This design comes from an exercise in tuning for small area, a short achievable clock period and few clock cycles on the open sky130 flow, not from production work. Power is estimated from default activity; no workload was simulated.

Setup of v15:
==> module infix_calc, before the edit <==
module infix_calc
(
    input  wire       CLK,
    input  wire       RST,
    output reg        BUSY,
    input  wire [7:0] INPUT_SIGN,
    input  wire       SIGN_STB,
    input  wire [7:0] INPUT_NUMBER,
    input  wire       NUMBER_STB,
    output wire [7:0] OUT,
    output reg        OUT_STB
);
wire in_mul = (INPUT_SIGN == "*");
wire in_div = (INPUT_SIGN == "/");
wire in_sub = (INPUT_SIGN == "-");
wire take_num = NUMBER_STB & ~SIGN_STB & ~BUSY;
wire take_op  = SIGN_STB & ~NUMBER_STB & ~BUSY;
wire take_end = SIGN_STB & NUMBER_STB & ~BUSY;
reg       r_num;     
reg       r_lo;      
reg       r_end;     
reg       r_sub;     
reg [7:0] r_val;     
reg       m_mul;     
reg       m_div;     
always @(posedge CLK) begin
    if (RST) begin
        r_num <= 1'b0;
        r_lo  <= 1'b0;
        r_end <= 1'b0;
        m_mul <= 1'b0;
        m_div <= 1'b0;
        BUSY  <= 1'b0;
    end else begin
        r_num <= take_num;
        r_lo  <= take_op & ~in_mul & ~in_div;
        r_end <= take_end;
        if (take_op | take_end) begin
            m_mul <= in_mul & take_op;
            m_div <= in_div & take_op;
        end
        BUSY  <= r_num & m_div & take_op & (in_mul | in_div);
    end
    r_sub <= in_sub;
    if (take_num)
        r_val <= INPUT_NUMBER;
end
reg  [7:0]    term;
reg           a_num;      
reg           a_mul;
reg           a_div;
reg  [7:0]    a_val;      
reg  [K1-1:0] a_rem;      
reg  [K1-1:0] a_q;        
reg           b_div;      
reg  [K2-1:0] b_rem;      
reg  [K2-1:0] b_q;        
localparam K1 = 3;
localparam K2 = 6;
wire [0:0] dv0 = term[7];
wire [1:0] ds0 = {1'b0, dv0} - {1'b0, r_val[0:0]};
wire dq0 = ~ds0[1] & (r_val[7:1] == 7'd0);
wire [0:0] dr0 = dq0 ? ds0[0:0] : dv0;
wire [1:0] dv1 = {dr0, term[6]};
wire [2:0] ds1 = {1'b0, dv1} - {1'b0, r_val[1:0]};
wire dq1 = ~ds1[2] & (r_val[7:2] == 6'd0);
wire [1:0] dr1 = dq1 ? ds1[1:0] : dv1;
wire [2:0] dv2 = {dr1, term[5]};
wire [3:0] ds2 = {1'b0, dv2} - {1'b0, r_val[2:0]};
wire dq2 = ~ds2[3] & (r_val[7:3] == 5'd0);
wire [2:0] dr2 = dq2 ? ds2[2:0] : dv2;
wire [3:0] dv3 = {a_rem, term[4]};
wire [4:0] ds3 = {1'b0, dv3} - {1'b0, a_val[3:0]};
wire dq3 = ~ds3[4] & (a_val[7:4] == 4'd0);
wire [3:0] dr3 = dq3 ? ds3[3:0] : dv3;
wire [4:0] dv4 = {dr3, term[3]};
wire [5:0] ds4 = {1'b0, dv4} - {1'b0, a_val[4:0]};
wire dq4 = ~ds4[5] & (a_val[7:5] == 3'd0);
wire [4:0] dr4 = dq4 ? ds4[4:0] : dv4;
wire [5:0] dv5 = {dr4, term[2]};
wire [6:0] ds5 = {1'b0, dv5} - {1'b0, a_val[5:0]};
wire dq5 = ~ds5[6] & (a_val[7:6] == 2'd0);
wire [5:0] dr5 = dq5 ? ds5[5:0] : dv5;
wire [6:0] dv6 = {b_rem, term[1]};
wire [7:0] ds6 = {1'b0, dv6} - {1'b0, a_val[6:0]};
wire dq6 = ~ds6[7] & (a_val[7:7] == 1'd0);
wire [6:0] dr6 = dq6 ? ds6[6:0] : dv6;
wire [7:0] dv7 = {dr6, term[0]};
wire [8:0] ds7 = {1'b0, dv7} - {1'b0, a_val[7:0]};
wire dq7 = ~ds7[8];
wire [7:0] dr7 = dq7 ? ds7[7:0] : dv7;
wire [K1-1:0] q1 = {dq0, dq1, dq2};
wire [K2-1:0] q2 = {a_q, dq3, dq4, dq5};
wire [7:0]    q3 = {b_q, dq6, dq7};
wire [7:0] prod = term * a_val;
always @(posedge CLK) begin
    if (RST) begin
        a_num <= 1'b0;
        b_div <= 1'b0;
    end else begin
        a_num <= r_num;
        b_div <= a_num & a_div;
    end
    if (r_num) begin
        a_mul <= m_mul;
        a_div <= m_div;
    end
    a_val <= r_val;
    a_rem <= dr2;
    a_q   <= q1;
    b_rem <= dr5;
    b_q   <= q2;
    if (b_div)
        term <= q3;
    else if (a_num & ~a_div)
        term <= a_mul ? prod : a_val;
end
reg [7:0] sum;
reg       first;     
reg       sop_sub;   
reg       lo1, lo2, end1, end2, sub1, sub2;
wire [7:0] base  = first ? 8'd0 : sum;
wire [7:0] total = sop_sub ? (base - term) : (base + term);
always @(posedge CLK) begin
    if (RST) begin
        lo1     <= 1'b0;
        lo2     <= 1'b0;
        end1    <= 1'b0;
        end2    <= 1'b0;
        first   <= 1'b1;
        sop_sub <= 1'b0;
        OUT_STB <= 1'b0;
    end else begin
        lo1     <= r_lo;
        lo2     <= lo1;
        end1    <= r_end;
        end2    <= end1;
        OUT_STB <= end2;
        if (lo2) begin
            first   <= 1'b0;
            sop_sub <= sub2;
        end else if (end2) begin
            first   <= 1'b1;
            sop_sub <= 1'b0;
        end
    end
    sub1 <= r_sub;
    sub2 <= sub1;
    if (lo2 | end2)
        sum <= total;
end
assign OUT = sum;
endmodule
export LEC_CHECK = 0
export CAP_MARGIN = 20
export CORE_MARGIN = 2
export CORE_UTILIZATION = 40
export SLEW_MARGIN = 20
create_clock -name core_clock -period 13.0 [get_ports {CLK}]
standard.sh (not shown) runs the stock make flow with config.mk's settings and CLKGATE_MAP_FILE= SYNTH_SCRIPT=/design/flow/synth_recipe.tcl, a recipe that flattens the netlist after the stock synthesis.
==> flow/flow/run.sh <==
#!/bin/bash
# Standard ORFS layout at the design's clock and constraints, with a larger setup
# target for the timing repair and a faster ABC mapping target.
set -euo pipefail
source flow/params.sh
bash standard.sh SETUP_SLACK_MARGIN=$SETUP_MARGIN ABC_CLOCK_PERIOD_IN_PS=$ABC_PS finish > make.log 2>&1
==> flow/flow/params.sh <==
SETUP_MARGIN=9.3
ABC_PS=4000
For v2, these inputs were changed with respect to v15:
--- a/flow/design.v
+++ b/flow/design.v
@@ -57,5 +57,5 @@
 reg  [K2-1:0] b_q;        
 localparam K1 = 3;
-localparam K2 = 6;
+localparam K2 = 5;
 wire [0:0] dv0 = term[7];
 wire [1:0] ds0 = {1'b0, dv0} - {1'b0, r_val[0:0]};
@@ -78,9 +78,9 @@
 wire dq4 = ~ds4[5] & (a_val[7:5] == 3'd0);
 wire [4:0] dr4 = dq4 ? ds4[4:0] : dv4;
-wire [5:0] dv5 = {dr4, term[2]};
+wire [5:0] dv5 = {b_rem, term[2]};
 wire [6:0] ds5 = {1'b0, dv5} - {1'b0, a_val[5:0]};
 wire dq5 = ~ds5[6] & (a_val[7:6] == 2'd0);
 wire [5:0] dr5 = dq5 ? ds5[5:0] : dv5;
-wire [6:0] dv6 = {b_rem, term[1]};
+wire [6:0] dv6 = {dr5, term[1]};
 wire [7:0] ds6 = {1'b0, dv6} - {1'b0, a_val[6:0]};
 wire dq6 = ~ds6[7] & (a_val[7:7] == 1'd0);
@@ -91,6 +91,6 @@
 wire [7:0] dr7 = dq7 ? ds7[7:0] : dv7;
 wire [K1-1:0] q1 = {dq0, dq1, dq2};
-wire [K2-1:0] q2 = {a_q, dq3, dq4, dq5};
-wire [7:0]    q3 = {b_q, dq6, dq7};
+wire [K2-1:0] q2 = {a_q, dq3, dq4};
+wire [7:0]    q3 = {b_q, dq5, dq6, dq7};
 wire [7:0] prod = term * a_val;
 always @(posedge CLK) begin
@@ -109,5 +109,5 @@
     a_rem <= dr2;
     a_q   <= q1;
-    b_rem <= dr5;
+    b_rem <= dr4;
     b_q   <= q2;
     if (b_div)
## What came out
- Going from v15 to v2, the violation count after the first detailed-route iteration was found to have gone up by 2.9%.
- Share of power burned in the clock network (v2 over v15): increase, 2.6 points
- Between v15 and v2, the flow reports count of non-CTS buffers in the layout decreasing by more than 10%.
- Number of logic inverters in the finished layout was higher in v2 than in v15.
- Area of all sequential standard cells (v2 vs. v15) decreases by a few percent
- The faster design of the two is v2; v15 tops out lower.
- On post-placement setup slack, the lower figure sits with v15, not v2.
- Static leakage: lower on v2
- Detailed placer's ending HPWL of v2 exceeds that of v15 by a few percent.
- From v15 to v2 the numbers moved as follows: sequential cell count fell by 2; length of routed wiring on met1 picked up an extra 1.4%.
- Global-route wire length before repair came out higher on v2 than on v15.
- Clock period minus worst slack (lower): v2
- In the flow results for v15 and v2, the core utilization is smaller on v2.
Function was not checked in any run of this note: the RTL went through the layout flow alone.

[static timing again, ports no longer ideal]
How much do the figures lean on ideal ports? The routed layouts below were timed once more, with nothing changed but the port constraints.
Step 1, drivers: a clkbuf_16 drives CLK and a buf_2 each remaining input, both assumed.
Step 2 also shifts input and output timing later by t, the mid clock arrival at the registers, as if the neighbouring blocks saw the same clock.
Slacks: no drivers / after step 1 / after step 2; pairs: no drivers / after step 1.
run	t, ns	setup slack, ns	worst register clock-pin slew, ns	worst data-port slew with drivers (ns)
v15	0.366	8.532 / 8.532 / 8.532	0.06 / 0.06	0.04
v2	0.365	8.778 / 8.778 / 8.778	0.06 / 0.06	0.04
After both steps every run listed still meets setup and hold.
